Context: an optimization exercise on an open-source flow, tuned for small area. The choices shown serve that exercise and are no tape-out recipe. The RTL was checked by simulation tests, not by an equivalence proof against the original design. In run 9 the design's own scripts or RTL, not TritonCTS, make the clock network. The clock port is modelled as an ideal driver, which makes a skipped or thinned clock tree look cheaper than it is; a real chip needs a root buffer or a tree. No activity file was given, so power comes from the tool's default toggle rates.

==> design.v <==
module wmtop (
	clk,
	rst,
	start,
	waterfull,
	accelerate,
	stateindic,
	index_n,
	fourdigit,
	lastdigit
);
input clk, rst;
input start;
input accelerate;
input waterfull;
output [5:0] stateindic;
output [3:0] index_n;
output [7:0] fourdigit;
output [6:0] lastdigit;
function [6:0] seg7_n;
	input [3:0] v;
	reg w, x, y, z;
	begin
		{w, x, y, z} = v;
		seg7_n[6] = ~((w | y | x & z) | (~x & ~z));
		seg7_n[5] = ~((~x | y & z) | (~y & ~z));
		seg7_n[4] = ~(x | ~y | z);
		seg7_n[3] = ~(w | (~x & ~z) | (y & ~z) | (~x & y) | (x & ~y & z));
		seg7_n[2] = ~(~z & (~x | y));
		seg7_n[1] = ~(w | (~y & ~z) | (x & ~y) | (x & ~z));
		seg7_n[0] = ~((w | (y & ~z) | x & ~y) | (~x & y));
	end
endfunction
reg reset;
always @(posedge clk)
	reset <= rst;
reg [2:0] a;
reg [2:0] z;
reg [4:0] q;
reg f1;
wire e4 = a[1] & a[0];			 
wire e40 = e4 & a[2] & z[2];		 
wire q24 = q[4] & q[3];			 
always @(posedge clk)
begin
	a[0] <= ~rst | ~a[0];
	a[1] <= ~rst | (a[1] ^ a[0]);
	a[2] <= ~rst | (a[2] ^ e4);
	z[0] <= rst & (z[0] ^ (e4 & ~z[2]));
	z[1] <= rst & (z[1] ^ (e4 & z[0]));
	z[2] <= ~rst | (z[2] ^ (e4 & (z[2] | z[1] & z[0])));
	q[0] <= rst & (q[0] ^ (e40 & ~q24));
	q[1] <= rst & (q[1] ^ (e40 & q[0]));
	q[2] <= rst & (q[2] ^ (e40 & q[0] & q[1]));
	q[3] <= ~rst | (q[3] ^ (e40 & (q[0] & q[1] & q[2] | q24)));
	q[4] <= ~rst | (q[4] ^ (e40 & (q[0] & q[1] & q[2] & q[3] | q24)));
	f1 <= ~rst | (f1 ^ (e40 & q24));
end
wire f100 = z[2] | z[1] & (z[0] | a[1]);
wire scan_tick = a[2] & ~a[1] & ~a[0];
reg clk_reg;
reg clk_reg_d;
always @(posedge clk)
begin
	clk_reg <= accelerate ? f100 : f1;
	clk_reg_d <= clk_reg;
end
wire tick = clk_reg & ~clk_reg_d;
reg [5:0] s_n;
reg done;	 
wire sclr = ~(rst & reset);
assign stateindic = s_n;
always @(posedge clk)
begin
	s_n[0] <= ~sclr & ~(~s_n[0] & start | ~s_n[5] & done);
	s_n[1] <= sclr | ~(~s_n[0] & ~start | ~s_n[1] & waterfull);
	s_n[2] <= sclr | ~(~s_n[1] & ~waterfull | ~s_n[2] & ~done);
	s_n[3] <= sclr | ~(~s_n[2] & done | ~s_n[3] & ~done);
	s_n[4] <= sclr | ~(~s_n[3] & done | ~s_n[4] & ~done);
	s_n[5] <= sclr | ~(~s_n[4] & done | ~s_n[5] & ~done);
end
reg [3:0] t;
reg [3:0] s1;
reg [2:0] st;
reg [3:0] m;
wire run = rst & s_n[0] & s_n[1];	 
wire fin = (~s_n[2] & m[3] & m[1])	 
	| (~s_n[3] & st[1] & st[0])	 
	| (~s_n[4] & m[2] & m[0])	 
	| (~s_n[5] & st[0]);		 
wire e0 = tick & ~fin;			 
wire e1 = e0 & t[3] & t[0];		 
wire e2 = e1 & s1[3] & s1[0];		 
wire e3 = e2 & st[2] & st[0];		 
wire k = run & ~(tick & fin);		 
always @(posedge clk)
begin
	done <= run & tick & fin;
	t[0] <= run & (t[0] ^ e0);
	t[1] <= run & (t[1] ^ (e0 & t[0] & ~t[3]));
	t[2] <= run & (t[2] ^ (e0 & t[0] & t[1]));
	t[3] <= run & (t[3] ^ (e0 & t[0] & (t[3] | t[1] & t[2])));
	s1[0] <= run & (s1[0] ^ e1);
	s1[1] <= run & (s1[1] ^ (e1 & s1[0] & ~s1[3]));
	s1[2] <= run & (s1[2] ^ (e1 & s1[0] & s1[1]));
	s1[3] <= run & (s1[3] ^ (e1 & s1[0] & (s1[3] | s1[1] & s1[2])));
	st[0] <= k & (st[0] ^ e2);
	st[1] <= k & (st[1] ^ (e2 & st[0] & ~st[2]));
	st[2] <= k & (st[2] ^ (e2 & st[0] & (st[1] | st[2])));
	m[0] <= k & (m[0] ^ e3);
	m[1] <= k & (m[1] ^ (e3 & m[0]));
	m[2] <= k & (m[2] ^ (e3 & m[0] & m[1]));
	m[3] <= k & (m[3] ^ (e3 & m[0] & m[1] & m[2]));
end
reg [3:0] idx_n;	 
reg [3:0] number;
wire dflt = idx_n[0] & idx_n[1] & idx_n[2];
wire [3:0] sel;
assign sel[3] = ~idx_n[1] & m[3] & ~m[1] | dflt & s1[3];
assign sel[2] = ~idx_n[0] & st[2] | ~idx_n[1] & m[2] | dflt & s1[2];
assign sel[1] = ~idx_n[0] & st[1] | ~idx_n[1] & m[1] & ~m[3] | dflt & s1[1];
assign sel[0] = ~idx_n[0] & st[0] | ~idx_n[1] & m[0] | ~idx_n[2] & m[3] & m[1] | dflt & s1[0];
assign index_n = idx_n;
assign fourdigit = {seg7_n(number), 1'b1};
assign lastdigit = seg7_n(t);
always @(posedge clk)
begin
	idx_n <= ~rst ? 4'b1111 : scan_tick ? {idx_n[2:0], ~dflt} : idx_n;
	number <= ~rst ? 4'd0 : scan_tick ? sel : number;
end
endmodule
==> flow/run.sh <==
#!/bin/bash
# Layout flow: the standard synthesis, then the combinational logic is
# mapped again with a stronger ABC script (the flip-flops, their names and
# cell types are kept exactly as the standard synthesis made them), then the
# standard ORFS layout from that netlist, with the smallest buffer on the ports.
set -euo pipefail
W=$PWD
R=$W/orfs/results/$FLOW_PLATFORM/wmtop/base
YOSYS=$(command -v yosys || echo "$FLOW_HOME/../tools/install/yosys/bin/yosys")
LIB=$FLOW_HOME/platforms/$FLOW_PLATFORM/lib/sky130_fd_sc_hd__tt_025C_1v80.lib

bash standard.sh synth > synth.log 2>&1
cp "$R/1_2_yosys.v" std_netlist.v

printf 'set_driving_cell sky130_fd_sc_hd__buf_1\nset_load 5\n' > abc.constr
cat > resyn.ys <<EOY
read_liberty -ignore_miss_func $LIB
read_verilog std_netlist.v
hierarchy -top $FLOW_TOP
setattr -mod -set keep_hierarchy 1 sky130_fd_sc_hd__df*
flatten
opt_clean -purge
abc -script $W/flow/resyn.abc -liberty $LIB $(cat flow/dont_use.txt) -constr $W/abc.constr -D 20000
opt_clean -purge
hilomap -singleton -hicell sky130_fd_sc_hd__conb_1 HI -locell sky130_fd_sc_hd__conb_1 LO
splitnets
opt_clean -purge
select $FLOW_TOP
write_verilog -selected -noattr -noexpr -nohex -nodec $W/resyn_netlist.v
select -clear
tee -o $W/resyn_stat.txt stat -liberty $LIB
EOY
"$YOSYS" -s resyn.ys > resyn.log 2>&1

cp resyn_netlist.v "$R/1_2_yosys.v"
rm -f "$R/1_synth.odb" "$R/1_synth.sdc"
bash standard.sh "BUFFER_PORTS_ARGS=-buffer_cell sky130_fd_sc_hd__buf_1" finish > standard.log 2>&1
==> flow/dont_use.txt <==
-dont_use sky130_fd_sc_hd__lpflow_bleeder_1 -dont_use sky130_fd_sc_hd__lpflow_clkbufkapwr_1 -dont_use sky130_fd_sc_hd__lpflow_clkbufkapwr_16 -dont_use sky130_fd_sc_hd__lpflow_clkbufkapwr_2 -dont_use sky130_fd_sc_hd__lpflow_clkbufkapwr_4 -dont_use sky130_fd_sc_hd__lpflow_clkbufkapwr_8 -dont_use sky130_fd_sc_hd__lpflow_clkinvkapwr_1 -dont_use sky130_fd_sc_hd__lpflow_clkinvkapwr_16 -dont_use sky130_fd_sc_hd__lpflow_clkinvkapwr_2 -dont_use sky130_fd_sc_hd__lpflow_clkinvkapwr_4 -dont_use sky130_fd_sc_hd__lpflow_clkinvkapwr_8 -dont_use sky130_fd_sc_hd__lpflow_decapkapwr_12 -dont_use sky130_fd_sc_hd__lpflow_decapkapwr_3 -dont_use sky130_fd_sc_hd__lpflow_decapkapwr_4 -dont_use sky130_fd_sc_hd__lpflow_decapkapwr_6 -dont_use sky130_fd_sc_hd__lpflow_decapkapwr_8 -dont_use sky130_fd_sc_hd__lpflow_inputiso0n_1 -dont_use sky130_fd_sc_hd__lpflow_inputiso0p_1 -dont_use sky130_fd_sc_hd__lpflow_inputiso1n_1 -dont_use sky130_fd_sc_hd__lpflow_inputiso1p_1 -dont_use sky130_fd_sc_hd__lpflow_inputisolatch_1 -dont_use sky130_fd_sc_hd__lpflow_isobufsrc_1 -dont_use sky130_fd_sc_hd__lpflow_isobufsrc_16 -dont_use sky130_fd_sc_hd__lpflow_isobufsrc_2 -dont_use sky130_fd_sc_hd__lpflow_isobufsrc_4 -dont_use sky130_fd_sc_hd__lpflow_isobufsrc_8 -dont_use sky130_fd_sc_hd__lpflow_isobufsrckapwr_16 -dont_use sky130_fd_sc_hd__lpflow_lsbuf_lh_hl_isowell_tap_1 -dont_use sky130_fd_sc_hd__lpflow_lsbuf_lh_hl_isowell_tap_2 -dont_use sky130_fd_sc_hd__lpflow_lsbuf_lh_hl_isowell_tap_4 -dont_use sky130_fd_sc_hd__lpflow_lsbuf_lh_isowell_4 -dont_use sky130_fd_sc_hd__lpflow_lsbuf_lh_isowell_tap_1 -dont_use sky130_fd_sc_hd__lpflow_lsbuf_lh_isowell_tap_2 -dont_use sky130_fd_sc_hd__lpflow_lsbuf_lh_isowell_tap_4 -dont_use sky130_fd_sc_hd__probe_p_8 -dont_use sky130_fd_sc_hd__probec_p_8 
==> flow/resyn.abc <==
strash; &get -n; &deepsyn -T 10; &put; &get -n; &dch -f; &nf -R 1000; &put; topo; dnsize -c
==> standard.sh <==
#!/bin/bash
# synth_recipe.tcl (not shown) runs the flow's synth.tcl, then flattens the netlist and writes it again
# the make line also repeats each setting of config.mk as NAME=value (left out here)
make -C /OpenROAD-flow-scripts/flow DESIGN_CONFIG=/design/flow/config.mk WORK_HOME=/design/flow/orfs CLKGATE_MAP_FILE= SYNTH_SCRIPT=/design/flow/synth_recipe.tcl "${@:-finish}"
==> config.mk <==
export PLATFORM = sky130hd
export DESIGN_NAME = wmtop
export DESIGN_NICKNAME = wmtop
export VERILOG_FILES = /design/flow/design.v
export SDC_FILE = /design/flow/constraint.sdc
export NUM_CORES = 4
export LEC_CHECK = 0
export CAP_MARGIN = 20
export CORE_MARGIN = 2
export CORE_UTILIZATION = 40
export SLEW_MARGIN = 20
==> constraint.sdc <==
create_clock -name core_clock -period 20.0 [get_ports {clk}]
set_input_delay 4.0000 -clock core_clock [delete_from_list [all_inputs] [get_ports {clk}]]
set_output_delay 4.0000 -clock core_clock [all_outputs]
set_load 0.01 [all_outputs]
==> flow_summary.yaml, run 1 <==
floorplan:
  start_util: 0.412
  pin_count: 30
  die_w_um: 70.5
  die_h_um: 70.5
  rows: 24
  coreArea_mm2: 0.00429
  dieArea_mm2: 0.00497
critical_path:
  crit_top_cell: "nand2_1"
  cp_num_cells: 7
  crit_family: "simple AND/OR/NAND/NOR gates"
  crit_path_max_incr_delay_ns: 0.47
  criticalPathCategory: "reg2out"
  rr_worst_depth: 12
  cp.required_ns: 16.00
  crit_buf_inv: 1
  crit_path_start_kind: "flop"
  critPathArrivalTime_ns: 1.60
  crit_chain: "nor2b_1, a21oi_1, o21a_1, nor3_1, nand2_1, nand2_1, buf_1"
  path_max_fanout: 9
  critPathSlowestCell: "dfxtp_1"
  endpoint_kind: "primary output"
power_and_ir_drop:
  p_int_mw: 0.124
  max-vdd-ir-drop_uv: 49.9
  swShare: 0.222
  p_sw_mw: 0.0355
  pwr-share-seq: 0.600
  p_comb_frac: 0.058
  p_per_area_mw_per_mm2: 78.9
  p_leak_nw: 0.734
  power_frac_clock: 0.342
routing:
  drt-total-wl_mm: 3.25
  post-route-drc-count: 0
  detail-route-antenna-nets: 0
  first_iter_violations: 68
  viasPerCell: 5.01
  vias: 1464
  routedWlPerCell_um: 11.1
  drtPass1Iterations: 4
clock_network:
  cts_resized: 0
  clock_path_buffers: 2
  path_clk_slew_ns: 0.07
  cts_tree: "built"
  clock_sinks: 45
  cts_max_level: 2
  root_buffer: "clkbuf_8"
  cts-hold-fix-buffers: 0
  postCtsSetupBuffers: 0
  cts_made_buffers: 5
  clk_latency_ns: 0.29
placed_design:
  gp_congestion: 0.837
  placed_area_mm2: 0.00194
  port_buffers: 28
  dpl.cell_count: 285
  hpwl_mm: 2.35
  dp_slack_ns: 14.28
global_routing:
  grt_pass1_vias: 1321
  gr-usage-all-layers: 0.141
  antenna_found_initial: 0
  gr-total-overflow: 0
  grt_start_max_net_pins: 20
  grt_pass1_wl_mm: 5.69
sta:
  max_slew_margin: 0.505
  worst_slew_pin_slew_ns: 0.743
  rsz0062_at_grt: "no"
  fin_skew_ns: 0.00438
  hold_viol_final: 0
  setup-tns-final_ns: 0
  setup_violations: 0
  fin_crit_sh: 0.280
  drv_slew: 0
  timing.final.ws_setup_ns: 14.40
  min_period_ns: 5.60
  fmax_mhz: 178
min_path:
  hold_class: "reg2reg"
  hold_depth: 0
cells_and_area:
  largest_registers: "s_n x6, q x5"
  nets: 245
  synthToLayoutAreaGrowth_pct: 14.5
  stdcell_count: 292
  drive_gt1_frac: 0.0250
  largest_register_ffs: 6
  fin_area_mm2: 0.00203
  regMostFlops: "s_n"
  num_antenna_cells: 0
synth:
  syn_nets: 210
  netlist_area_mm2: 0.00177
  syn_avg_cell_area_um2: 8.64
  ys_warn_count: 1
  synth_cells: 205
run:
  max-cap-violations: 0
run_status:
  status: "finished clean"
per-stage QoR:
stage / hold WS (ns) / total power [mW] / utilization
after detailed placement: 0.360 / 0.107 / 0.452
after global placement: 0.357 / 0.107 / 0.452
final: 0.376 / 0.160 / 0.472
after CTS: 0.372 / 0.162 / 0.472
after floorplan: 0.344 / 0.104 / -
after global routing: 0.392 / 0.168 / 0.472
area by class of cell:
cell class	instances	area, um^2
Fill cell	434	2270
Sequential cell	45	901
Multi-Input combinational cell	153	843
Timing Repair Buffer	28	105
Clock buffer	7	86.3
Tap cell	52	65.1
Inverter	7	26.3
power groups by stage:
stage                     clock network [mW]  logic (mW)  registers, mW
after global placement                     0     0.00914         0.0980
after CTS                             0.0570     0.00934         0.0959
after global routing                  0.0605      0.0106         0.0965
after detailed placement                   0     0.00930         0.0980
after floorplan                            0     0.00681         0.0975
final                                 0.0547     0.00922         0.0959
layer usage:
layer  vias to the layer above  wire (um)  track usage
met5                         -          0            0
met4                         0         52       0.0503
met3                         6        142       0.0513
met2                        26       1380        0.213
met1                       636       1680        0.188
li1                        796          -            -
placed cells by master, fill, tap and decap left out, types with 3 or more instances in the layout:
cell,count
and2_0,6
nor3_1,11
o21ai_0,9
nand2b_1,7
a21oi_1,14
xor2_1,3
a22oi_1,3
nand2_1,23
clkbuf_8,6
buf_1,28
clkinv_1,7
dfxtp_1,45
nand3_1,7
nor2_1,27
nor2b_1,4
nor3b_1,4
and3_1,8
o22a_1,4
worst reg2reg max path, stage by stage, from the launching register on:
cell and delay (ns):
dfxtp_1 0.36, clkinv_1 0.09, o21ai_0 0.15, o221ai_1 0.14, nor3b_1 0.33, and3_1 0.24
and2_0 0.37, and3_1 0.25, and3_1 0.20, and2_0 0.20, nand2_1 0.10, xor2_1 0.14
nor2_1 0.05
final timing paths:
kind                            slack [ns]      endpoint  startpoint
worst max-delay path                 14.40  lastdigit[3]        t[1]
worst min register to register        0.38     clk_reg_d     clk_reg
worst max register to register       17.25          m[3]      s_n[5]
worst min-delay path                  0.38     clk_reg_d     clk_reg
==> run 2, diff against run 1 <==
--- a/config.mk
+++ b/config.mk
@@ -8,4 +8,6 @@
 export CAP_MARGIN = 20
 export CORE_MARGIN = 2
 export CORE_UTILIZATION = 40
+export CTS_CLUSTER_DIAMETER = 500
+export CTS_CLUSTER_SIZE = 50
 export SLEW_MARGIN = 20
==> flow_summary.yaml, run 2 <==
synth:
  netlist_area_mm2: 0.00177
  syn_nets: 210
  ys_warn_count: 1
  synth_cells: 205
  syn_avg_cell_area_um2: 8.64
placed_design:
  placed_area_mm2: 0.00194
  port_buffers: 28
  hpwl_mm: 2.35
  gp_congestion: 0.837
  dp_slack_ns: 14.28
  dpl.cell_count: 285
global_routing:
  grt_start_max_net_pins: 20
  gr-usage-all-layers: 0.141
  antenna_found_initial: 0
  grt_pass1_vias: 1321
  gr-total-overflow: 0
  grt_pass1_wl_mm: 5.69
routing:
  drt-total-wl_mm: 3.25
  detail-route-antenna-nets: 0
  routedWlPerCell_um: 11.1
  viasPerCell: 5.01
  first_iter_violations: 68
  drtPass1Iterations: 4
  post-route-drc-count: 0
  vias: 1464
clock_network:
  cts_resized: 0
  cts_made_buffers: 5
  clk_latency_ns: 0.29
  cts_tree: "built"
  clock_sinks: 45
  postCtsSetupBuffers: 0
  cts_max_level: 2
  root_buffer: "clkbuf_8"
  cts-hold-fix-buffers: 0
  clock_path_buffers: 2
  path_clk_slew_ns: 0.07
sta:
  rsz0062_at_grt: "no"
  timing.final.ws_setup_ns: 14.40
  worst_hold_slack_ns: 0.376
  fin_crit_sh: 0.280
  fin_skew_ns: 0.00438
  max_slew_margin: 0.505
  min_period_ns: 5.60
  setup_violations: 0
  worst_slew_pin_slew_ns: 0.743
  setup-tns-final_ns: 0
  hold_viol_final: 0
  drv_slew: 0
  fmax_mhz: 178
floorplan:
  die_w_um: 70.5
  die_h_um: 70.5
  coreArea_mm2: 0.00429
  start_util: 0.412
  pin_count: 30
  dieArea_mm2: 0.00497
  rows: 24
cells_and_area:
  stdcell_count: 292
  largest_registers: "s_n x6, q x5"
  largest_register_ffs: 6
  num_antenna_cells: 0
  synthToLayoutAreaGrowth_pct: 14.5
  regMostFlops: "s_n"
  final_common_cell: "dfxtp_1"
  fin_area_mm2: 0.00203
  nets: 245
  drive_gt1_frac: 0.0250
  final_cell_mix: "dfxtp_1, buf_1, nor2_1"
power_and_ir_drop:
  max-vdd-ir-drop_uv: 49.9
  p_leak_nw: 0.734
  p_per_area_mw_per_mm2: 78.9
critical_path:
  endpoint_kind: "primary output"
  path_max_fanout: 9
  critPathArrivalTime_ns: 1.60
  cp.required_ns: 16.00
  criticalPathCategory: "reg2out"
  crit_path_start_kind: "flop"
min_path:
  hold_class: "reg2reg"
run_status:
  status: "finished clean"
run:
  max-cap-violations: 0
-- run 2: layout make-up --
class                   count  area, um^2
repair buffers             28         105
fillers                   434        2270
multi-input cells         153         843
flip-flops and latches     45         901
inverters                   7        26.3
well taps                  52        65.1
clock buffers               7        86.3
-- run 2: metrics by stage --
stage | total power [mW] | util
6_report | 0.160 | 0.472
5_1_grt | 0.168 | 0.472
4_1_cts | 0.162 | 0.472
3_5_place_dp | 0.107 | 0.452
3_3_place_gp | 0.107 | 0.452
2_1_floorplan | 0.104 | -
-- run 2: report_power, final --
part           leakage, nW  internal [mW]  total (mW)  switching (mW)
combinational        0.323        0.00389     0.00922         0.00533
clock               0.0443         0.0274      0.0547          0.0273
sequential           0.366         0.0931      0.0959         0.00281
-- run 2: worst max-delay path: stages (launching register included) --
cell	delay, ns
dfxtp_1	0.47
nor2b_1	0.19
a21oi_1	0.07
o21a_1	0.13
nor3_1	0.14
nand2_1	0.09
nand2_1	0.07
buf_1	0.15
-- run 2: per-layer routing --
layer	global-route usage	part of all wire
met1	0.188	0.52
met2	0.213	0.42
met3	0.0513	0.044
met4	0.0503	0.016
met5	0	0
-- run 2: final timing paths --
kind                               from            to  depth (start not counted)  slack [ns]
worst min-delay path            clk_reg     clk_reg_d                          0        0.38
worst max-delay path               t[1]  lastdigit[3]                          7       14.40
worst max register to register   s_n[5]          m[3]                         12       17.25
worst min register to register  clk_reg     clk_reg_d                          0        0.38
==> run 3, diff against run 2 <==
--- a/flow/run.sh
+++ b/flow/run.sh
@@ -13,7 +13,7 @@
 cp "$R/1_2_yosys.v" std_netlist.v
 
 printf 'set_driving_cell sky130_fd_sc_hd__buf_1\nset_load 5\n' > abc.constr
-cat > resyn.ys <<EOY
+cat > resyn.ys <<EOS
 read_liberty -ignore_miss_func $LIB
 read_verilog std_netlist.v
 hierarchy -top $FLOW_TOP
@@ -29,7 +29,7 @@
 write_verilog -selected -noattr -noexpr -nohex -nodec $W/resyn_netlist.v
 select -clear
 tee -o $W/resyn_stat.txt stat -liberty $LIB
-EOY
+EOS
 "$YOSYS" -s resyn.ys > resyn.log 2>&1
 
 cp resyn_netlist.v "$R/1_2_yosys.v"
==> flow/resyn.abc (replaced) <==
strash; &get -n; &deepsyn -T 20; &put; dch -f; amap; topo; dnsize -c
--- a/config.mk
+++ b/config.mk
@@ -5,9 +5,8 @@
 export SDC_FILE = /design/flow/constraint.sdc
 export NUM_CORES = 4
 export LEC_CHECK = 0
+export ABC_AREA = 1
 export CAP_MARGIN = 20
 export CORE_MARGIN = 2
 export CORE_UTILIZATION = 40
-export CTS_CLUSTER_DIAMETER = 500
-export CTS_CLUSTER_SIZE = 50
 export SLEW_MARGIN = 20
==> flow_summary.yaml, run 3 <==
power_and_ir_drop:
  power_frac_clock: 0.342
  swShare: 0.225
  pwr-share-seq: 0.593
  p_sw_mw: 0.0360
  finalPower_mw: 0.160
  p_per_area_mw_per_mm2: 77.8
  p_leak_nw: 0.691
  max-vdd-ir-drop_uv: 40.4
  p_comb_frac: 0.065
  p_int_mw: 0.124
critical_path:
  criticalPathCategory: "reg2out"
  crit_family: "simple AND/OR/NAND/NOR gates"
  r2r-end: "m[3]"
  crit_buf_inv: 2
  crit_path_max_incr_delay_ns: 0.44
  reg2reg_slack_ns: 17.14
  crit_path_start_kind: "flop"
  cp.required_ns: 16.00
  path_max_fanout: 7
  endpoint_kind: "primary output"
  critPathSlowestCell: "dfxtp_1"
  critPathArrivalTime_ns: 1.73
  crit_chain: "clkinv_1, nor2_1, o22ai_1, o21a_1, nor3b_1, nand2b_1, buf_1"
  rr_worst_depth: 15
  r2r_start: "s_n[4]"
cells_and_area:
  largest_register_ffs: 6
  largest_registers: "s_n x6, q x5"
  synthToLayoutAreaGrowth_pct: 14.3
  final_core_util: 0.472
  drive_gt1_frac: 0.0229
  num_antenna_cells: 0
  final_cell_mix: "dfxtp_1, clkinv_1, nor2_1"
  regMostFlops: "s_n"
  final_common_cell: "dfxtp_1"
  stdcell_count: 314
  fin_area_mm2: 0.00205
  nets: 267
floorplan:
  die_h_um: 71.0
  rows: 24
  die_w_um: 71.0
  coreArea_mm2: 0.00435
  start_util: 0.413
  dieArea_mm2: 0.00504
  pin_count: 30
placed_design:
  dp_slack_ns: 14.33
  dpl.cell_count: 307
  hpwl_mm: 2.64
  gp_congestion: 0.765
  port_buffers: 28
  placed_area_mm2: 0.00197
clock_network:
  clock_path_buffers: 2
  path_clk_slew_ns: 0.08
  postCtsSetupBuffers: 0
  root_buffer: "clkbuf_8"
  clk_latency_ns: 0.29
  clock_sinks: 45
  cts_made_buffers: 5
  cts_max_level: 2
  cts_tree: "built"
  cts_resized: 0
  cts-hold-fix-buffers: 0
global_routing:
  antenna_found_initial: 0
  grt_start_max_net_pins: 13
  gr-usage-all-layers: 0.150
  gr-total-overflow: 0
  grt_pass1_vias: 1446
  grt_pass1_wl_mm: 6.13
run:
  max-cap-violations: 0
min_path:
  hold_depth: 0
  hold_class: "reg2reg"
  whs_endpoint: "clk_reg_d"
  min_from: "clk_reg"
routing:
  detail-route-antenna-nets: 0
  routedWlPerCell_um: 10.8
  vias: 1527
  post-route-drc-count: 0
  viasPerCell: 4.86
  drtPass1Iterations: 4
  first_iter_violations: 89
  drt-total-wl_mm: 3.40
sta:
  fin_skew_ns: 0.00465
  setup_violations: 0
  rsz0062_at_grt: "no"
  fin_crit_sh: 0.286
  drv_slew: 0
  worst_hold_slack_ns: 0.356
  hold_viol_final: 0
  min_period_ns: 5.73
  setup-tns-final_ns: 0
  timing.final.ws_setup_ns: 14.27
  fmax_mhz: 175
synth:
  synth_cells: 227
  syn_nets: 232
  netlist_area_mm2: 0.00180
  ys_warn_count: 1
  syn_avg_cell_area_um2: 7.92
run_status:
  status: "finished clean"
run 3: worst register-to-register path: stages, from the launching register on:
cell      delay, ns
dfxtp_1        0.38
clkinv_1       0.08
nand3_1        0.07
o221ai_1       0.15
nor3_1         0.42
nand2_1        0.16
nor2_1         0.21
nand2_1        0.13
nor2_1         0.24
nand2_1        0.16
nor2_1         0.14
nand2_1        0.09
nor2_1         0.16
and2_0         0.20
o21ai_0        0.09
a21oi_1        0.12
run 3: cell type report:
| cell class | count | area (um^2) |
|---|---|---|
| fill | 451 | 2300 |
| sequential | 45 | 901 |
| multi-input combinational | 140 | 738 |
| inverter | 42 | 158 |
| timing repair buffer | 28 | 105 |
| clock buffer | 7 | 86.3 |
| tap | 52 | 65.1 |
run 3: worst max path at each step:
stage	start	endpoint	slack (ns)	cells past startpoint
floorplan	t[1]	lastdigit[3]	14.57	6
global placement	rst	m[1]	14.37	5
detailed placement	rst	st[1]	14.33	5
CTS	t[1]	lastdigit[3]	14.26	7
global route	t[1]	lastdigit[3]	14.07	7
finish	t[1]	lastdigit[3]	14.27	7
run 3: metal layers:
metal	GRT usage	share of wire
met4	0.0629	0.015
met3	0.0427	0.031
met1	0.189	0.51
met5	0	0
met2	0.240	0.44
run 3: power by group through the flow:
stage	Clock, mW	Sequential [mW]	Combinational, mW
2_1_floorplan	0	0.0967	0.00753
3_3_place_gp	0	0.0969	0.0102
3_5_place_dp	0	0.0969	0.0103
4_1_cts	0.0567	0.0948	0.0104
5_1_grt	0.0609	0.0953	0.0119
6_report	0.0546	0.0948	0.0103
==> run 4, diff against run 3 <==
--- a/flow/run.sh
+++ b/flow/run.sh
@@ -13,7 +13,7 @@
 cp "$R/1_2_yosys.v" std_netlist.v
 
 printf 'set_driving_cell sky130_fd_sc_hd__buf_1\nset_load 5\n' > abc.constr
-cat > resyn.ys <<EOS
+cat > resyn.ys <<EOY
 read_liberty -ignore_miss_func $LIB
 read_verilog std_netlist.v
 hierarchy -top $FLOW_TOP
@@ -29,9 +29,9 @@
 write_verilog -selected -noattr -noexpr -nohex -nodec $W/resyn_netlist.v
 select -clear
 tee -o $W/resyn_stat.txt stat -liberty $LIB
-EOS
+EOY
 "$YOSYS" -s resyn.ys > resyn.log 2>&1
 
 cp resyn_netlist.v "$R/1_2_yosys.v"
 rm -f "$R/1_synth.odb" "$R/1_synth.sdc"
-bash standard.sh "BUFFER_PORTS_ARGS=-buffer_cell sky130_fd_sc_hd__buf_1" finish > standard.log 2>&1
+bash standard.sh "BUFFER_PORTS_ARGS=-buffer_cell sky130_fd_sc_hd__buf_1" "CTS_ARGS=-sink_clustering_enable -repair_clock_nets -sink_clustering_size 50 -sink_clustering_max_diameter 500 -buf_list sky130_fd_sc_hd__clkbuf_8 -root_buf sky130_fd_sc_hd__clkbuf_8" finish > standard.log 2>&1
==> flow/resyn.abc (replaced) <==
strash; &get -n; &deepsyn -T 10; &put; &get -n; &dch -f; &nf -R 1000; &put; topo; dnsize -c
--- a/config.mk
+++ b/config.mk
@@ -5,7 +5,6 @@
 export SDC_FILE = /design/flow/constraint.sdc
 export NUM_CORES = 4
 export LEC_CHECK = 0
-export ABC_AREA = 1
 export CAP_MARGIN = 20
 export CORE_MARGIN = 2
 export CORE_UTILIZATION = 40
==> flow_summary.yaml, run 4 <==
global_routing:
  gr-total-overflow: 0
  grt_pass1_vias: 1321
  use_met2: 0.213
  grt_start_max_net_pins: 20
  grt.met1_usage: 0.188
  grt_pass1_wl_mm: 5.69
  gr-usage-all-layers: 0.141
  grtUsageMet3: 0.0513
  antenna_found_initial: 0
  busiest_layer: "met2"
floorplan:
  pin_count: 30
  die_w_um: 70.5
  coreArea_mm2: 0.00429
  rows: 24
  start_util: 0.412
  die_h_um: 70.5
  dieArea_mm2: 0.00497
power_and_ir_drop:
  p_leak_nw: 0.738
  max-vdd-ir-drop_uv: 48.6
  p_per_area_mw_per_mm2: 78.7
  p_comb_frac: 0.058
  finalPower_mw: 0.159
  pwr-share-seq: 0.602
  p_int_mw: 0.124
  swShare: 0.223
  p_sw_mw: 0.0355
  power_frac_clock: 0.340
clock_network:
  cts_max_level: 2
  clock_sinks: 45
  root_buffer: "clkbuf_8"
  cts-hold-fix-buffers: 0
  cts_made_buffers: 5
  clk_latency_ns: 0.29
  cts_tree: "built"
  clock_path_buffers: 2
  postCtsSetupBuffers: 0
  path_clk_slew_ns: 0.07
  cts_resized: 0
synth:
  syn_avg_cell_area_um2: 8.64
  ys_warn_count: 1
  synth_cells: 205
  syn_nets: 210
  netlist_area_mm2: 0.00177
critical_path:
  cp.required_ns: 16.00
  r2r-end: "m[3]"
  r2r_start: "s_n[5]"
  crit_path_start_kind: "flop"
  critPathSlowestCell: "dfxtp_1"
  critPathArrivalTime_ns: 1.60
  path_max_fanout: 9
  criticalPathCategory: "reg2out"
  cp_num_cells: 7
  crit_top_cell: "nand2_1"
  rr_worst_depth: 12
  crit_chain: "nor2b_1, a21oi_1, o21a_1, nor3_1, nand2_1, nand2_1, buf_1"
  crit_buf_inv: 1
  endpoint_kind: "primary output"
  reg2reg_slack_ns: 17.25
  crit_path_max_incr_delay_ns: 0.47
  crit_family: "simple AND/OR/NAND/NOR gates"
cells_and_area:
  fill_cells: 434
  final_cell_mix: "dfxtp_1, buf_1, nor2_1"
  nets: 245
  fin_area_mm2: 0.00203
  synthToLayoutAreaGrowth_pct: 14.5
  final_common_cell: "dfxtp_1"
  num_antenna_cells: 0
  drive_gt1_frac: 0.0250
  largest_register_ffs: 6
  largest_registers: "s_n x6, q x5"
  stdcell_count: 292
  regMostFlops: "s_n"
sta:
  fin_crit_sh: 0.280
  worst_slew_pin_slew_ns: 0.743
  fin_skew_ns: 0.00438
  setup_violations: 0
  fmax_mhz: 178
  drv_slew: 0
  max_slew_margin: 0.505
  hold_viol_final: 0
  min_period_ns: 5.60
  rsz0062_at_grt: "no"
  worst_hold_slack_ns: 0.376
  setup-tns-final_ns: 0
routing:
  viasPerCell: 5.01
  first_iter_violations: 68
  drt-total-wl_mm: 3.25
  routedWlPerCell_um: 11.1
  drtPass1Iterations: 4
  post-route-drc-count: 0
  vias: 1463
  detail-route-antenna-nets: 0
run_status:
  status: "finished clean"
run:
  max-cap-violations: 0
min_path:
  whs_endpoint: "clk_reg_d"
  min_from: "clk_reg"
  hold_class: "reg2reg"
  hold_depth: 0
placed_design:
  port_buffers: 28
  gp_congestion: 0.837
  dpl.cell_count: 285
  placed_area_mm2: 0.00194
  hpwl_mm: 2.35
run 4: final cells by class:
| type | count | area [um^2] | share of cell area |
|---|---|---|---|
| Clock buffer | 6 | 82.6 | 0.0407 |
| Clock inverter | 1 | 3.75 | 0.00185 |
| Inverter | 7 | 26.3 | 0.0130 |
| Multi-Input combinational cell | 153 | 843 | 0.416 |
| Sequential cell | 45 | 901 | 0.444 |
| Tap cell | 52 | 65.1 | 0.0321 |
| Timing Repair Buffer | 28 | 105 | 0.0519 |
run 4: per-layer routing:
layer / vias up / part of all wire
li1: 796 / -
met1: 635 / 0.52
met2: 26 / 0.42
met3: 6 / 0.044
met4: 0 / 0.016
met5: - / 0
run 4: worst max path at each step:
| stage | slack (ns) | end | start |
|---|---|---|---|
| 2_1_floorplan | 14.86 | fourdigit[4] | number[1] |
| 3_3_place_gp | 14.31 | m[2] | rst |
| 3_5_place_dp | 14.28 | m[2] | rst |
| 4_1_cts | 14.37 | lastdigit[3] | t[1] |
| 5_1_grt | 14.20 | lastdigit[3] | t[1] |
| 6_report | 14.40 | lastdigit[3] | t[1] |
run 4: per-stage QoR:
step | setup slack (ns) | util
floorplan | 14.86 | -
detailed placement | 14.28 | 0.452
global placement | 14.31 | 0.452
CTS | 14.37 | 0.472
global route | 14.20 | 0.472
finish | 14.40 | 0.472
run 4: power by group through the flow:
stage / clock network [mW] / logic, mW / registers, mW
after floorplan: 0 / 0.00681 / 0.0975
after global placement: 0 / 0.00914 / 0.0980
after detailed placement: 0 / 0.00930 / 0.0980
after CTS: 0.0565 / 0.00934 / 0.0959
after global routing: 0.0601 / 0.0106 / 0.0965
final: 0.0543 / 0.00921 / 0.0959
==> run 5, diff against run 4 <==
--- a/flow/run.sh
+++ b/flow/run.sh
@@ -34,4 +34,4 @@
 
 cp resyn_netlist.v "$R/1_2_yosys.v"
 rm -f "$R/1_synth.odb" "$R/1_synth.sdc"
-bash standard.sh "BUFFER_PORTS_ARGS=-buffer_cell sky130_fd_sc_hd__buf_1" "CTS_ARGS=-sink_clustering_enable -repair_clock_nets -sink_clustering_size 50 -sink_clustering_max_diameter 500 -buf_list sky130_fd_sc_hd__clkbuf_8 -root_buf sky130_fd_sc_hd__clkbuf_8" finish > standard.log 2>&1
+bash standard.sh "BUFFER_PORTS_ARGS=-buffer_cell sky130_fd_sc_hd__buf_1" "CTS_ARGS=-repair_clock_nets -buf_list sky130_fd_sc_hd__clkbuf_16 -root_buf sky130_fd_sc_hd__clkbuf_16" finish > standard.log 2>&1
==> flow_summary.yaml, run 5 <==
synth:
  netlist_area_mm2: 0.00177
  syn_avg_cell_area_um2: 8.64
  syn_nets: 210
  synth_cells: 205
  ys_warn_count: 1
cells_and_area:
  final_common_cell: "dfxtp_1"
  final_cell_mix: "dfxtp_1, buf_1, nor2_1"
  seq_area_um2: 901
  stdcell_count: 292
  fin_area_mm2: 0.00207
  drive_gt1_frac: 0.0208
  fill_cells: 427
  nets: 245
  largest_registers: "s_n x6, q x5"
  largest_register_ffs: 6
  num_antenna_cells: 0
  final_core_util: 0.483
  multi_input_area_um2: 843
  regMostFlops: "s_n"
  synthToLayoutAreaGrowth_pct: 17.1
clock_network:
  cts_resized: 0
  cts_made_buffers: 5
  root_buffer: "clkbuf_16"
  cts_max_level: 2
  cts-hold-fix-buffers: 0
  postCtsSetupBuffers: 0
  cts_tree: "built"
  clock_sinks: 45
  clk_latency_ns: 0.28
  clock_path_buffers: 2
  path_clk_slew_ns: 0.05
sta:
  drv_slew: 0
  setup_violations: 0
  min_period_ns: 5.58
  timing.final.ws_setup_ns: 14.42
  fin_crit_sh: 0.279
  fin_skew_ns: 0.00327
  worst_slew_pin_slew_ns: 0.743
  setup-tns-final_ns: 0
  max_slew_margin: 0.505
  worst_hold_slack_ns: 0.365
  fmax_mhz: 179
  rsz0062_at_grt: "no"
  hold_viol_final: 0
power_and_ir_drop:
  p_leak_nw: 0.758
  max-vdd-ir-drop_uv: 63.1
  finalPower_mw: 0.179
  p_per_area_mw_per_mm2: 86.4
floorplan:
  coreArea_mm2: 0.00429
  start_util: 0.412
  die_h_um: 70.5
  dieArea_mm2: 0.00497
  pin_count: 30
  die_w_um: 70.5
  rows: 24
global_routing:
  grt_pass1_wl_mm: 5.73
  grt_start_max_net_pins: 20
  antenna_found_initial: 0
  grt_pass1_vias: 1304
  gr-usage-all-layers: 0.143
  gr-total-overflow: 0
critical_path:
  criticalPathCategory: "reg2out"
  path_max_fanout: 9
  critPathArrivalTime_ns: 1.58
  crit_chain: "nor2b_1, a21oi_1, o21a_1, nor3_1, nand2_1, nand2_1, buf_1"
  crit_top_cell: "nand2_1"
  crit_path_max_incr_delay_ns: 0.46
  cp.required_ns: 16.00
  endpoint_kind: "primary output"
  crit_path_start_kind: "flop"
  critPathSlowestCell: "dfxtp_1"
routing:
  drt-total-wl_mm: 3.26
  viasPerCell: 5.02
  first_iter_violations: 68
  post-route-drc-count: 0
  drtPass1Iterations: 4
  vias: 1466
  detail-route-antenna-nets: 0
  routedWlPerCell_um: 11.2
run_status:
  status: "finished clean"
placed_design:
  port_buffers: 28
  gp_congestion: 0.837
  dp_slack_ns: 14.28
  hpwl_mm: 2.35
  placed_area_mm2: 0.00194
  dpl.cell_count: 285
run:
  max-cap-violations: 0
min_path:
  hold_class: "reg2reg"
==> run 5: changes by cell type in the layout (fill, tap and decap cells not counted) <==
cell       before  now
clkbuf_16       0    5
clkbuf_8        6    0
clkinv_1        7    8
==> run 5: final cells by class <==
cell class	instances	share of cell area
clock buffer	5	0.0603
multi-input combinational	153	0.407
inverter	7	0.0127
timing repair buffer	28	0.0507
sequential	45	0.435
clock inverter	2	0.00362
tap	52	0.0314
==> run 5: worst paths after layout <==
kind | startpoint | to | slack [ns] | cells past startpoint
setup / recovery | t[1] | lastdigit[3] | 14.42 | 7
hold / removal | clk_reg | clk_reg_d | 0.37 | 0
setup reg to reg | s_n[5] | m[3] | 17.26 | 12
hold reg to reg | clk_reg | clk_reg_d | 0.37 | 0
==> run 5: critical path, delay by kind of cell (launching register included) <==
| kind | cells | cell delay [ns] |
|---|---|---|
| AND/OR/NAND/NOR | 4 | 0.49 |
| AO/OA/AOI/OAI | 2 | 0.20 |
| flip-flops | 1 | 0.46 |
| buffers and inverters | 1 | 0.15 |
==> run 5: power breakdown <==
| group | internal (mW) | switching, mW | total, mW |
|---|---|---|---|
| Clock | 0.0446 | 0.0294 | 0.0739 |
| Sequential | 0.0933 | 0.00279 | 0.0961 |
| Combinational | 0.00389 | 0.00532 | 0.00921 |
==> run 5: routing by layer <==
layer  up-vias  GRT usage  share of wire
met3         4     0.0513          0.034
li1        800          -              -
met2        25      0.217           0.44
met4         0     0.0503          0.014
met1       637      0.189           0.52
met5         -          0              0
==> run 6, diff against run 5 <==
--- a/flow/run.sh
+++ b/flow/run.sh
@@ -34,4 +34,4 @@
 
 cp resyn_netlist.v "$R/1_2_yosys.v"
 rm -f "$R/1_synth.odb" "$R/1_synth.sdc"
-bash standard.sh "BUFFER_PORTS_ARGS=-buffer_cell sky130_fd_sc_hd__buf_1" "CTS_ARGS=-repair_clock_nets -buf_list sky130_fd_sc_hd__clkbuf_16 -root_buf sky130_fd_sc_hd__clkbuf_16" finish > standard.log 2>&1
+bash standard.sh "BUFFER_PORTS_ARGS=-buffer_cell sky130_fd_sc_hd__buf_1" "CTS_ARGS=-sink_clustering_enable -repair_clock_nets -sink_clustering_size 50 -sink_clustering_max_diameter 500 -sink_buffer_max_cap_derate 1.0 -buf_list sky130_fd_sc_hd__clkbuf_8 -root_buf sky130_fd_sc_hd__clkbuf_8" finish > standard.log 2>&1
==> flow_summary.yaml, run 6 <==
critical_path:
  r2r_start: "s_n[5]"
  path_max_fanout: 9
  crit_top_cell: "nand2_1"
  rr_worst_depth: 12
  crit_path_start_kind: "flop"
  crit_chain: "nor2b_1, a21oi_1, o21a_1, nor3_1, nand2_1, nand2_1, buf_1"
  cp_num_cells: 7
  crit_path_max_incr_delay_ns: 0.47
  crit_buf_inv: 1
  reg2reg_slack_ns: 17.25
  r2r-end: "m[3]"
  crit_path_start: "t[1]"
  critPathSlowestCell: "dfxtp_1"
  criticalPathCategory: "reg2out"
  cp.required_ns: 16.00
  endpoint_kind: "primary output"
  crit_family: "simple AND/OR/NAND/NOR gates"
  critPathArrivalTime_ns: 1.60
cells_and_area:
  regMostFlops: "s_n"
  stdcell_count: 292
  final_common_cell: "dfxtp_1"
  nets: 245
  num_antenna_cells: 0
  largest_register_ffs: 6
  fill_cells: 434
  drive_gt1_frac: 0.0250
  largest_registers: "s_n x6, q x5"
  synthToLayoutAreaGrowth_pct: 14.5
  multi_input_area_um2: 843
  final_cell_mix: "dfxtp_1, buf_1, nor2_1"
  seq_area_um2: 901
placed_design:
  hpwl_mm: 2.35
  gp_congestion: 0.837
  dpl.cell_count: 285
  port_buffers: 28
synth:
  syn_avg_cell_area_um2: 8.64
  syn_nets: 210
  synth_cells: 205
  netlist_area_mm2: 0.00177
  ys_warn_count: 1
power_and_ir_drop:
  pwr-share-seq: 0.602
  p_sw_mw: 0.0355
  power_frac_clock: 0.340
  finalPower_mw: 0.159
  max-vdd-ir-drop_uv: 48.6
  p_comb_frac: 0.058
  swShare: 0.223
  p_int_mw: 0.124
  p_leak_nw: 0.738
  p_per_area_mw_per_mm2: 78.7
floorplan:
  die_h_um: 70.5
  rows: 24
  coreArea_mm2: 0.00429
  start_util: 0.412
  pin_count: 30
  die_w_um: 70.5
  dieArea_mm2: 0.00497
min_path:
  whs_endpoint: "clk_reg_d"
  hold_depth: 0
  min_from: "clk_reg"
  hold_class: "reg2reg"
clock_network:
  clock_path_buffers: 2
  cts_max_level: 2
  cts_resized: 0
  cts-hold-fix-buffers: 0
  root_buffer: "clkbuf_8"
  postCtsSetupBuffers: 0
  cts_tree: "built"
  cts_made_buffers: 5
  clock_sinks: 45
  path_clk_slew_ns: 0.07
  clk_latency_ns: 0.29
routing:
  detail-route-antenna-nets: 0
  drt-total-wl_mm: 3.25
  first_iter_violations: 68
  post-route-drc-count: 0
  viasPerCell: 5.01
  routedWlPerCell_um: 11.1
  vias: 1463
  drtPass1Iterations: 4
sta:
  worst_slew_pin_slew_ns: 0.743
  fin_crit_sh: 0.280
  fmax_mhz: 178
  worst_hold_slack_ns: 0.376
  max_slew_margin: 0.505
  rsz0062_at_grt: "no"
  drv_slew: 0
  setup_violations: 0
  hold_viol_final: 0
  fin_skew_ns: 0.00438
  setup-tns-final_ns: 0
  min_period_ns: 5.60
global_routing:
  gr-total-overflow: 0
  antenna_found_initial: 0
  grt_start_max_net_pins: 20
  grt_pass1_vias: 1321
  grt_pass1_wl_mm: 5.69
  gr-usage-all-layers: 0.141
run_status:
  status: "finished clean"
run:
  max-cap-violations: 0
-- run 6: routing by layer --
layer	track usage	up-vias	part of all wire
met5	0	-	0
li1	-	796	-
met4	0.0503	0	0.016
met2	0.213	26	0.42
met1	0.188	635	0.52
met3	0.0513	6	0.044
-- run 6: through the flow --
stage	utilization	setup slack, ns	instance area (um^2)
floorplan	-	14.86	1770
global placement	0.452	14.31	1940
detailed placement	0.452	14.28	1940
CTS	0.472	14.37	2030
global route	0.472	14.20	2030
finish	0.472	14.40	2030
-- run 6: final cells by class --
| class | count | share of cell area |
|---|---|---|
| timing repair buffer | 28 | 0.0519 |
| sequential | 45 | 0.444 |
| tap | 52 | 0.0321 |
| clock buffer | 6 | 0.0407 |
| multi-input combinational | 153 | 0.416 |
| clock inverter | 1 | 0.00185 |
| inverter | 7 | 0.0130 |
-- run 6: power groups by stage --
stage / logic [mW] / registers [mW] / clock network (mW)
6_report: 0.00921 / 0.0959 / 0.0543
4_1_cts: 0.00934 / 0.0959 / 0.0565
2_1_floorplan: 0.00681 / 0.0975 / 0
3_3_place_gp: 0.00914 / 0.0980 / 0
3_5_place_dp: 0.00930 / 0.0980 / 0
5_1_grt: 0.0106 / 0.0965 / 0.0601
-- run 6: worst max path at each step --
| stage | end | slack [ns] |
|---|---|---|
| 3_3_place_gp | m[2] | 14.31 |
| 5_1_grt | lastdigit[3] | 14.20 |
| 6_report | lastdigit[3] | 14.40 |
| 2_1_floorplan | fourdigit[4] | 14.86 |
| 3_5_place_dp | m[2] | 14.28 |
| 4_1_cts | lastdigit[3] | 14.37 |
==> run 7, diff against run 6 <==
--- a/design.v
+++ b/design.v
@@ -31,9 +31,6 @@
 		seg7_n[0] = ~((w | (y & ~z) | x & ~y) | (~x & y));
 	end
 endfunction
-reg reset;
-always @(posedge clk)
-	reset <= rst;
 reg [2:0] a;
 reg [2:0] z;
 reg [4:0] q;
@@ -46,9 +43,9 @@
 	a[0] <= ~rst | ~a[0];
 	a[1] <= ~rst | (a[1] ^ a[0]);
 	a[2] <= ~rst | (a[2] ^ e4);
-	z[0] <= rst & (z[0] ^ (e4 & ~z[2]));
-	z[1] <= rst & (z[1] ^ (e4 & z[0]));
-	z[2] <= ~rst | (z[2] ^ (e4 & (z[2] | z[1] & z[0])));
+	z[0] <= ~rst | (e4 ? ~(z[0] | z[2]) : z[0]);
+	z[1] <= rst & (e4 ? (z[1] ^ z[0]) & ~z[2] : z[1]);
+	z[2] <= ~rst | (e4 ? z[1] & z[0] : z[2]);
 	q[0] <= rst & (q[0] ^ (e40 & ~q24));
 	q[1] <= rst & (q[1] ^ (e40 & q[0]));
 	q[2] <= rst & (q[2] ^ (e40 & q[0] & q[1]));
@@ -66,28 +63,31 @@
 	clk_reg_d <= clk_reg;
 end
 wire tick = clk_reg & ~clk_reg_d;
-reg [5:0] s_n;
+reg [2:0] b;
 reg done;	 
-wire sclr = ~(rst & reset);
-assign stateindic = s_n;
+wire sclr = ~rst | z[2] & z[0];	 
+wire st_idle  = ~b[2] & ~b[1];
+wire st_water = b[1] & b[0];
+wire st_rinse = ~b[2] & ~b[0];
+wire st_drain = b[2] & b[1];
+wire st_dry   = ~b[1] & ~b[0];
+wire st_alert = b[2] & b[0];
+assign stateindic = ~{st_alert, st_dry, st_drain, st_rinse, st_water, st_idle};
 always @(posedge clk)
 begin
-	s_n[0] <= ~sclr & ~(~s_n[0] & start | ~s_n[5] & done);
-	s_n[1] <= sclr | ~(~s_n[0] & ~start | ~s_n[1] & waterfull);
-	s_n[2] <= sclr | ~(~s_n[1] & ~waterfull | ~s_n[2] & ~done);
-	s_n[3] <= sclr | ~(~s_n[2] & done | ~s_n[3] & ~done);
-	s_n[4] <= sclr | ~(~s_n[3] & done | ~s_n[4] & ~done);
-	s_n[5] <= sclr | ~(~s_n[4] & done | ~s_n[5] & ~done);
+	b[0] <= sclr | (b[0] ? ~(st_water & ~waterfull) : st_dry & done);
+	b[1] <= ~sclr & (b[1] ? ~(st_drain & done) : st_idle & ~start);
+	b[2] <= ~sclr & (b[2] ? ~(st_alert & done) : st_rinse & done);
 end
 reg [3:0] t;
 reg [3:0] s1;
 reg [2:0] st;
 reg [3:0] m;
-wire run = rst & s_n[0] & s_n[1];	 
-wire fin = (~s_n[2] & m[3] & m[1])	 
-	| (~s_n[3] & st[1] & st[0])	 
-	| (~s_n[4] & m[2] & m[0])	 
-	| (~s_n[5] & st[0]);		 
+wire run = rst & (~b[0] | b[2]);	 
+wire fin = (st_rinse & m[3] & m[1])	 
+	| (st_drain & st[1] & st[0])	 
+	| (st_dry & m[2] & m[0])	 
+	| (st_alert & st[0]);		 
 wire e0 = tick & ~fin;			 
 wire e1 = e0 & t[3] & t[0];		 
 wire e2 = e1 & s1[3] & s1[0];		 
--- a/flow/run.sh
+++ b/flow/run.sh
@@ -34,4 +34,4 @@
 
 cp resyn_netlist.v "$R/1_2_yosys.v"
 rm -f "$R/1_synth.odb" "$R/1_synth.sdc"
-bash standard.sh "BUFFER_PORTS_ARGS=-buffer_cell sky130_fd_sc_hd__buf_1" "CTS_ARGS=-sink_clustering_enable -repair_clock_nets -sink_clustering_size 50 -sink_clustering_max_diameter 500 -sink_buffer_max_cap_derate 1.0 -buf_list sky130_fd_sc_hd__clkbuf_8 -root_buf sky130_fd_sc_hd__clkbuf_8" finish > standard.log 2>&1
+bash standard.sh "BUFFER_PORTS_ARGS=-buffer_cell sky130_fd_sc_hd__buf_1" finish > standard.log 2>&1
==> flow_summary.yaml, run 7 <==
run_status:
  status: "finished clean"
routing:
  post-route-drc-count: 0
  routedWlPerCell_um: 11.1
  vias: 1477
  drt-total-wl_mm: 3.25
  viasPerCell: 5.04
  first_iter_violations: 71
  detail-route-antenna-nets: 0
  drtPass1Iterations: 4
cells_and_area:
  nets: 247
  final_cell_mix: "dfxtp_1, nor2_1, buf_1"
  fill_cells: 402
  largest_register_ffs: 5
  drive_gt1_frac: 0.0329
  final_common_cell: "dfxtp_1"
  synthToLayoutAreaGrowth_pct: 15.9
  num_antenna_cells: 0
  regMostFlops: "q"
synth:
  netlist_area_mm2: 0.00169
  syn_nets: 212
  syn_avg_cell_area_um2: 8.17
  synth_cells: 207
  ys_warn_count: 1
power_and_ir_drop:
  p_per_area_mw_per_mm2: 80.3
  max-vdd-ir-drop_uv: 47.2
  p_leak_nw: 0.750
critical_path:
  endpoint_kind: "primary output"
  crit_path_start_kind: "flop"
  path_max_fanout: 5
  criticalPathCategory: "reg2out"
  cp.required_ns: 16.00
  critPathArrivalTime_ns: 1.88
floorplan:
  coreArea_mm2: 0.00403
  rows: 23
  pin_count: 30
  start_util: 0.420
  dieArea_mm2: 0.00477
  die_w_um: 69.0
  die_h_um: 69.0
placed_design:
  port_buffers: 28
  gp_congestion: 0.731
  hpwl_mm: 2.39
sta:
  worst_slew_pin_slew_ns: 0.965
  worst_hold_slack_ns: 0.377
  hold_viol_final: 0
  drv_slew: 0
  rsz0062_at_grt: "no"
  setup-tns-final_ns: 0
  fin_skew_ns: 0.00249
  max_slew_margin: 0.350
  fin_crit_sh: 0.294
  setup_violations: 0
  min_period_ns: 5.88
  fmax_mhz: 170
clock_network:
  root_buffer: "clkbuf_8"
  cts-hold-fix-buffers: 0
  cts_made_buffers: 5
  cts_max_level: 2
  cts_resized: 0
  path_clk_slew_ns: 0.07
  clock_sinks: 41
  cts_tree: "built"
  postCtsSetupBuffers: 0
  clock_path_buffers: 2
  clk_latency_ns: 0.28
global_routing:
  grt_start_max_net_pins: 17
  grt_pass1_wl_mm: 5.87
  antenna_found_initial: 0
  grt_pass1_vias: 1340
  gr-usage-all-layers: 0.147
  gr-total-overflow: 0
run:
  max-cap-violations: 0
min_path:
  hold_class: "reg2reg"
run 7: layout make-up:
type	count	area, um^2	area share
multi-input cells	159	845	0.431
well taps	50	62.6	0.0319
flip-flops and latches	41	821	0.419
clock inverters	1	5.00	0.00255
clock buffers	7	96.3	0.0491
repair buffers	28	105	0.0536
inverters	7	26.3	0.0134
run 7: critical path, stage by stage, from the launching register on:
cell and delay, ns:
dfxtp_1 0.36, clkinv_1 0.15, maj3_1 0.39, a21boi_0 0.15
nor4_1 0.28, a21o_1 0.13, buf_1 0.14
run 7: final timing paths:
kind / startpoint / end / slack (ns) / cells after the start
hold / removal: clk_reg / clk_reg_d / 0.38 / 0
setup / recovery: number[1] / fourdigit[4] / 14.12 / 6
setup reg to reg: b[0] / m[3] / 17.10 / 12
hold reg to reg: clk_reg / clk_reg_d / 0.38 / 0
run 7: per-stage QoR:
stage	area (um^2)	util	total power [mW]	worst slack, ns	instances
after floorplan	1690	-	0.0982	14.36	207
after global placement	1860	0.461	0.101	14.30	285
after detailed placement	1860	0.461	0.101	14.25	285
after CTS	1960	0.487	0.159	14.11	293
after global routing	1960	0.487	0.165	13.93	293
final	1960	0.487	0.157	14.12	293
run 7: layer usage:
| metal | up-vias | wire length, um | GRT usage |
|---|---|---|---|
| met4 | 0 | 40 | 0.0523 |
| met5 | - | 0 | 0 |
| met3 | 4 | 112 | 0.0351 |
| li1 | 804 | - | - |
| met1 | 644 | 1680 | 0.202 |
| met2 | 25 | 1420 | 0.226 |
run 7: power breakdown:
group	switching (mW)	total [mW]	internal [mW]	leakage (nW)
sequential	0.00338	0.0889	0.0856	0.334
clock	0.0267	0.0578	0.0312	0.0542
combinational	0.00606	0.0106	0.00456	0.362
total	0.0361	0.157	0.121	0.750
==> run 8, diff against run 7 <==
--- a/config.mk
+++ b/config.mk
@@ -7,5 +7,5 @@
 export LEC_CHECK = 0
 export CAP_MARGIN = 20
 export CORE_MARGIN = 2
-export CORE_UTILIZATION = 40
+export CORE_UTILIZATION = 70
 export SLEW_MARGIN = 20
==> flow_summary.yaml, run 8 <==
run_status:
  status: "finished clean"
clock_network:
  cts_made_buffers: 5
  clock_path_buffers: 2
  cts_max_level: 2
  cts_tree: "built"
  clock_sinks: 41
  cts_resized: 0
  postCtsSetupBuffers: 0
  cts-hold-fix-buffers: 0
  root_buffer: "clkbuf_4"
  path_clk_slew_ns: 0.11
  clk_latency_ns: 0.36
sta:
  max_slew_margin: 0.301
  min_period_ns: 6.08
  fin_crit_sh: 0.304
  setup_violations: 0
  rsz0062_at_grt: "no"
  hold_viol_final: 0
  drv_slew: 0
  fmax_mhz: 164
  fin_skew_ns: 0.0121
  worst_slew_pin_slew_ns: 1.04
  setup-tns-final_ns: 0
cells_and_area:
  final_cell_mix: "dfxtp_1, nor2_1, buf_1"
  num_antenna_cells: 0
  seq_area_um2: 821
  stdcell_count: 271
  final_common_cell: "dfxtp_1"
  nets: 247
  multi_input_area_um2: 845
  fill_cells: 137
  largest_register_ffs: 5
  synthToLayoutAreaGrowth_pct: 13.3
  drive_gt1_frac: 0.0288
  regMostFlops: "q"
placed_design:
  hpwl_mm: 2.72
  gp_congestion: 0.867
  port_buffers: 28
  dpl.cell_count: 263
synth:
  netlist_area_mm2: 0.00169
  ys_warn_count: 1
  syn_avg_cell_area_um2: 8.17
  syn_nets: 212
  synth_cells: 207
global_routing:
  grt_start_max_net_pins: 17
  gr-total-overflow: 0
  grt_pass1_wl_mm: 6.29
  antenna_found_initial: 0
  grt_pass1_vias: 1491
  gr-usage-all-layers: 0.318
floorplan:
  rows: 17
  pin_count: 30
  coreArea_mm2: 0.00225
  start_util: 0.750
  die_h_um: 53.2
  dieArea_mm2: 0.00283
  die_w_um: 53.2
routing:
  drtPass1Iterations: 4
  routedWlPerCell_um: 14.2
  viasPerCell: 5.96
  post-route-drc-count: 0
  detail-route-antenna-nets: 0
  dr_wl_met2_mm: 1.97
  vias: 1616
  drt-total-wl_mm: 3.85
  dr_wl_met3_um: 202
  wl_met1_mm: 1.61
  top_layer: "met4"
  first_iter_violations: 54
critical_path:
  path_max_fanout: 5
  crit_path_max_incr_delay_ns: 0.39
  critPathArrivalTime_ns: 2.08
  crit_path_start_kind: "flop"
  crit_family: "flip-flops"
  criticalPathCategory: "reg2out"
  crit_buf_inv: 2
  endpoint_kind: "primary output"
  crit_chain: "clkinv_1, maj3_1, a21boi_0, nor4_1, a21o_1, buf_1"
  cp.required_ns: 16.00
  critPathSlowestCell: "dfxtp_1"
power_and_ir_drop:
  max-vdd-ir-drop_uv: 75.4
  p_per_area_mw_per_mm2: 81.5
  p_leak_nw: 0.741
run:
  max-cap-violations: 0
min_path:
  hold_class: "reg2reg"
run 8: per-stage QoR:
step	total power [mW]	util	area [um^2]	setup slack, ns	hold WS (ns)
after floorplan	0.0982	-	1690	14.36	0.344
after global placement	0.101	0.812	1830	14.40	0.355
after detailed placement	0.102	0.812	1830	14.22	0.361
after CTS	0.157	0.850	1920	13.97	0.376
after global routing	0.162	0.850	1920	13.83	0.389
final	0.156	0.850	1920	13.92	0.380
run 8: area by class of cell:
type,count,share of cell area
flip-flops and latches,41,0.428
clock buffers,7,0.0287
repair buffers,28,0.0548
well taps,28,0.0183
inverters,7,0.0137
multi-input cells,159,0.441
clock inverters,1,0.0157
run 8: worst paths after layout:
path,startpoint,to,slack (ns),depth (start not counted)
worst max register to register,b[0],m[3],16.99,12
worst min-delay path,clk_reg,clk_reg_d,0.38,0
worst max-delay path,number[1],fourdigit[4],13.92,6
worst min register to register,clk_reg,clk_reg_d,0.38,0
run 8: report_power, final:
group | total [mW] | internal, mW | switching [mW]
combinational | 0.0111 | 0.00457 | 0.00655
clock | 0.0559 | 0.0298 | 0.0261
sequential | 0.0891 | 0.0856 | 0.00353
run 8: routing by layer:
layer | GRT usage | vias up
met5 | 0 | -
met4 | 0.167 | 0
met3 | 0.0989 | 11
met2 | 0.552 | 59
met1 | 0.344 | 751
li1 | - | 795
==> run 9, diff against run 8 <==
--- a/flow/run.sh
+++ b/flow/run.sh
@@ -34,4 +34,5 @@
 
 cp resyn_netlist.v "$R/1_2_yosys.v"
 rm -f "$R/1_synth.odb" "$R/1_synth.sdc"
+export PRE_CTS_TCL=$W/flow/pre_cts.tcl CLK_PORT_NAME=clk CLK_LEAVES=4 CLK_LEAF_CELL=sky130_fd_sc_hd__clkbuf_4 CLK_ROOT_CELL=sky130_fd_sc_hd__clkbuf_4
 bash standard.sh "BUFFER_PORTS_ARGS=-buffer_cell sky130_fd_sc_hd__buf_1" finish > standard.log 2>&1
==> flow/pre_cts.tcl (new file) <==
# Clock tree in place of TritonCTS's: the registers are split by place into
# CLK_LEAVES groups of about equal size, each driven by a CLK_LEAF_CELL at the
# centre of its group; one CLK_ROOT_CELL, driven by the clock port, drives the
# leaf buffers. Every register thus sees the same two buffers on its clock path.
rename clock_tree_synthesis triton_clock_tree_synthesis

proc cts_centre { items } {
  set sx 0; set sy 0
  foreach it $items {
    set sx [expr {$sx + [lindex $it 1]}]
    set sy [expr {$sy + [lindex $it 2]}]
  }
  set n [llength $items]
  return [list [expr {$sx / $n}] [expr {$sy / $n}]]
}

# split items ({iterm x y}) into k groups by recursive halving along the wider side
proc cts_split { items k } {
  if { $k <= 1 } { return [list $items] }
  set xs [lsort -integer [lmap it $items {lindex $it 1}]]
  set ys [lsort -integer [lmap it $items {lindex $it 2}]]
  set idx [expr {([lindex $xs end] - [lindex $xs 0]) >= ([lindex $ys end] - [lindex $ys 0]) ? 1 : 2}]
  set sorted [lsort -integer -index $idx $items]
  set k1 [expr {$k / 2}]
  set n1 [expr {([llength $items] * $k1) / $k}]
  set a [lrange $sorted 0 [expr {$n1 - 1}]]
  set b [lrange $sorted $n1 end]
  return [concat [cts_split $a $k1] [cts_split $b [expr {$k - $k1}]]]
}

proc cts_buffer { block master name innet outnet x y } {
  set inst [odb::dbInst_create $block $master $name]
  [$inst findITerm A] connect $innet
  [$inst findITerm X] connect $outnet
  $inst setLocation $x $y
  $inst setPlacementStatus PLACED
  return $inst
}

proc clock_tree_synthesis { args } {
  set block [ord::get_db_block]
  set db [ord::get_db]
  set clknet [$block findNet $::env(CLK_PORT_NAME)]
  set leaf [$db findMaster $::env(CLK_LEAF_CELL)]
  set root [$db findMaster $::env(CLK_ROOT_CELL)]
  set items {}
  foreach iterm [$clknet getITerms] {
    set bbox [[$iterm getInst] getBBox]
    lappend items [list $iterm [expr {([$bbox xMin] + [$bbox xMax]) / 2}] \
      [expr {([$bbox yMin] + [$bbox yMax]) / 2}]]
  }
  set groups [cts_split $items $::env(CLK_LEAVES)]
  set rootnet [odb::dbNet_create $block clknet_root]
  $rootnet setSigType CLOCK
  set centres {}
  set i 0
  foreach g $groups {
    set net [odb::dbNet_create $block clknet_leaf_$i]
    $net setSigType CLOCK
    foreach it $g {
      set iterm [lindex $it 0]
      $iterm disconnect
      $iterm connect $net
    }
    lassign [cts_centre $g] x y
    cts_buffer $block $leaf clkbuf_leaf_$i $rootnet $net $x $y
    lappend centres [list {} $x $y]
    puts "clock leaf $i: $::env(CLK_LEAF_CELL) drives [llength $g] registers"
    incr i
  }
  lassign [cts_centre $centres] x y
  cts_buffer $block $root clkbuf_root $clknet $rootnet $x $y
  set_propagated_clock [all_clocks]
}
--- a/config.mk
+++ b/config.mk
@@ -7,5 +7,5 @@
 export LEC_CHECK = 0
 export CAP_MARGIN = 20
 export CORE_MARGIN = 2
-export CORE_UTILIZATION = 70
+export CORE_UTILIZATION = 40
 export SLEW_MARGIN = 20
==> flow_summary.yaml, run 9 <==
run_status:
  status: "finished clean"
critical_path:
  critPathSlowestCell: "maj3_1"
  crit_path_max_incr_delay_ns: 0.39
  crit_path_start_kind: "flop"
  endpoint_kind: "primary output"
  path_max_fanout: 5
  criticalPathCategory: "reg2out"
  crit_chain: "clkinv_1, maj3_1, a21boi_0, nor4_1, a21o_1, buf_1"
  cp.required_ns: 16.00
  critPathArrivalTime_ns: 1.96
floorplan:
  pin_count: 30
  coreArea_mm2: 0.00403
  start_util: 0.420
  die_h_um: 69.0
  die_w_um: 69.0
  dieArea_mm2: 0.00477
  rows: 23
sta:
  hold_viol_final: 0
  setup-tns-final_ns: 0
  min_period_ns: 5.96
  drv_slew: 0
  fin_skew_ns: 0.0157
  setup_violations: 0
  rsz0062_at_grt: "no"
  worst_slew_pin_slew_ns: 0.979
  max_slew_margin: 0.340
  fin_crit_sh: 0.298
  fmax_mhz: 168
  timing.final.ws_setup_ns: 14.04
global_routing:
  grt.met1_usage: 0.202
  busiest_layer: "met2"
  grt_pass1_vias: 1336
  grt_pass1_wl_mm: 5.90
  grt_start_max_net_pins: 17
  grtUsageMet3: 0.0175
  antenna_found_initial: 0
  gr-usage-all-layers: 0.139
  use_met2: 0.228
  gr-total-overflow: 0
power_and_ir_drop:
  p_sw_mw: 0.0338
  p_int_mw: 0.102
  p_leak_nw: 0.718
  p_comb_frac: 0.078
  p_per_area_mw_per_mm2: 71.5
  swShare: 0.249
  power_frac_clock: 0.266
  pwr-share-seq: 0.656
  max-vdd-ir-drop_uv: 53.6
clock_network:
  cts_resized: 0
  cts-hold-fix-buffers: 0
  postCtsSetupBuffers: 0
  clk_latency_ns: 0.35
  path_clk_slew_ns: 0.11
synth:
  synth_cells: 207
  syn_nets: 212
  syn_avg_cell_area_um2: 8.17
  ys_warn_count: 1
  netlist_area_mm2: 0.00169
routing:
  vias: 1485
  drtPass1Iterations: 6
  routedWlPerCell_um: 11.3
  first_iter_violations: 55
  viasPerCell: 5.12
  post-route-drc-count: 0
  drt-total-wl_mm: 3.28
  detail-route-antenna-nets: 0
cells_and_area:
  synthToLayoutAreaGrowth_pct: 12.1
  seq_area_um2: 821
  drive_gt1_frac: 0.0208
  fill_cells: 410
  regMostFlops: "q"
  num_antenna_cells: 0
  multi_input_area_um2: 845
  nets: 247
  largest_register_ffs: 5
  final_cell_mix: "dfxtp_1, nor2_1, buf_1"
  final_common_cell: "dfxtp_1"
placed_design:
  gp_congestion: 0.731
  port_buffers: 28
  hpwl_mm: 2.39
  dp_slack_ns: 14.25
min_path:
  hold_class: "reg2reg"
run:
  max-cap-violations: 0
[run 9: cell count changes in the layout (fill, tap and decap cells not counted)]
cell | before | now
clkbuf_8 | 1 | 0
clkbuf_1 | 1 | 0
bufinv_16 | 1 | 0
[run 9: critical path, delay by kind of cell (launching register included)]
| kind | cells | cell delay, ns |
|---|---|---|
| buf+inv | 2 | 0.29 |
| simple gates | 1 | 0.28 |
| flops | 1 | 0.38 |
| compound gates | 2 | 0.28 |
| fa+ha+maj | 1 | 0.39 |
[run 9: worst paths after layout]
path         startpoint            to  slack (ns)  cells past startpoint
max reg2reg        b[0]          m[3]       17.11                     12
min reg2reg     clk_reg     clk_reg_d        0.36                      0
min             clk_reg     clk_reg_d        0.36                      0
max           number[1]  fourdigit[4]       14.04                      6
[run 9: cell type report]
cell class / instances / share of cell area
Sequential cell: 41 / 0.433
Buffer: 5 / 0.0198
Tap cell: 50 / 0.0330
Timing Repair Buffer: 28 / 0.0554
Inverter: 7 / 0.0139
Multi-Input combinational cell: 159 / 0.445
[run 9: power by group through the flow]
stage	Clock (mW)	Sequential, mW	Combinational, mW
after floorplan	0	0.0900	0.00827
after global placement	0	0.0908	0.0106
after detailed placement	0	0.0908	0.0107
after CTS	0.0377	0.0889	0.0107
after global routing	0.0414	0.0897	0.0125
final	0.0361	0.0890	0.0106
[run 9: metrics by stage]
stage	utilization	area [um^2]	power (mW)	hold slack, ns	cells
after floorplan	-	1690	0.0982	0.344	207
after global placement	0.461	1860	0.101	0.368	285
after detailed placement	0.461	1860	0.101	0.364	285
after CTS	0.471	1900	0.137	0.373	290
after global routing	0.471	1900	0.144	0.383	290
final	0.471	1900	0.136	0.365	290
[run 9: metal layers]
metal / vias to the layer above / part of all wire
met2: 26 / 0.43
met3: 5 / 0.042
li1: 804 / -
met1: 650 / 0.51
met5: - / 0
met4: 0 / 0.017

Setup slack of run 9, layout unchanged: 14.039 ns with ideal ports, 14.017 ns with driving cells assumed (clock clkbuf_16, inputs buf_2), 14.253 ns with port delays also shifted by the 0.366 ns mid clock arrival.
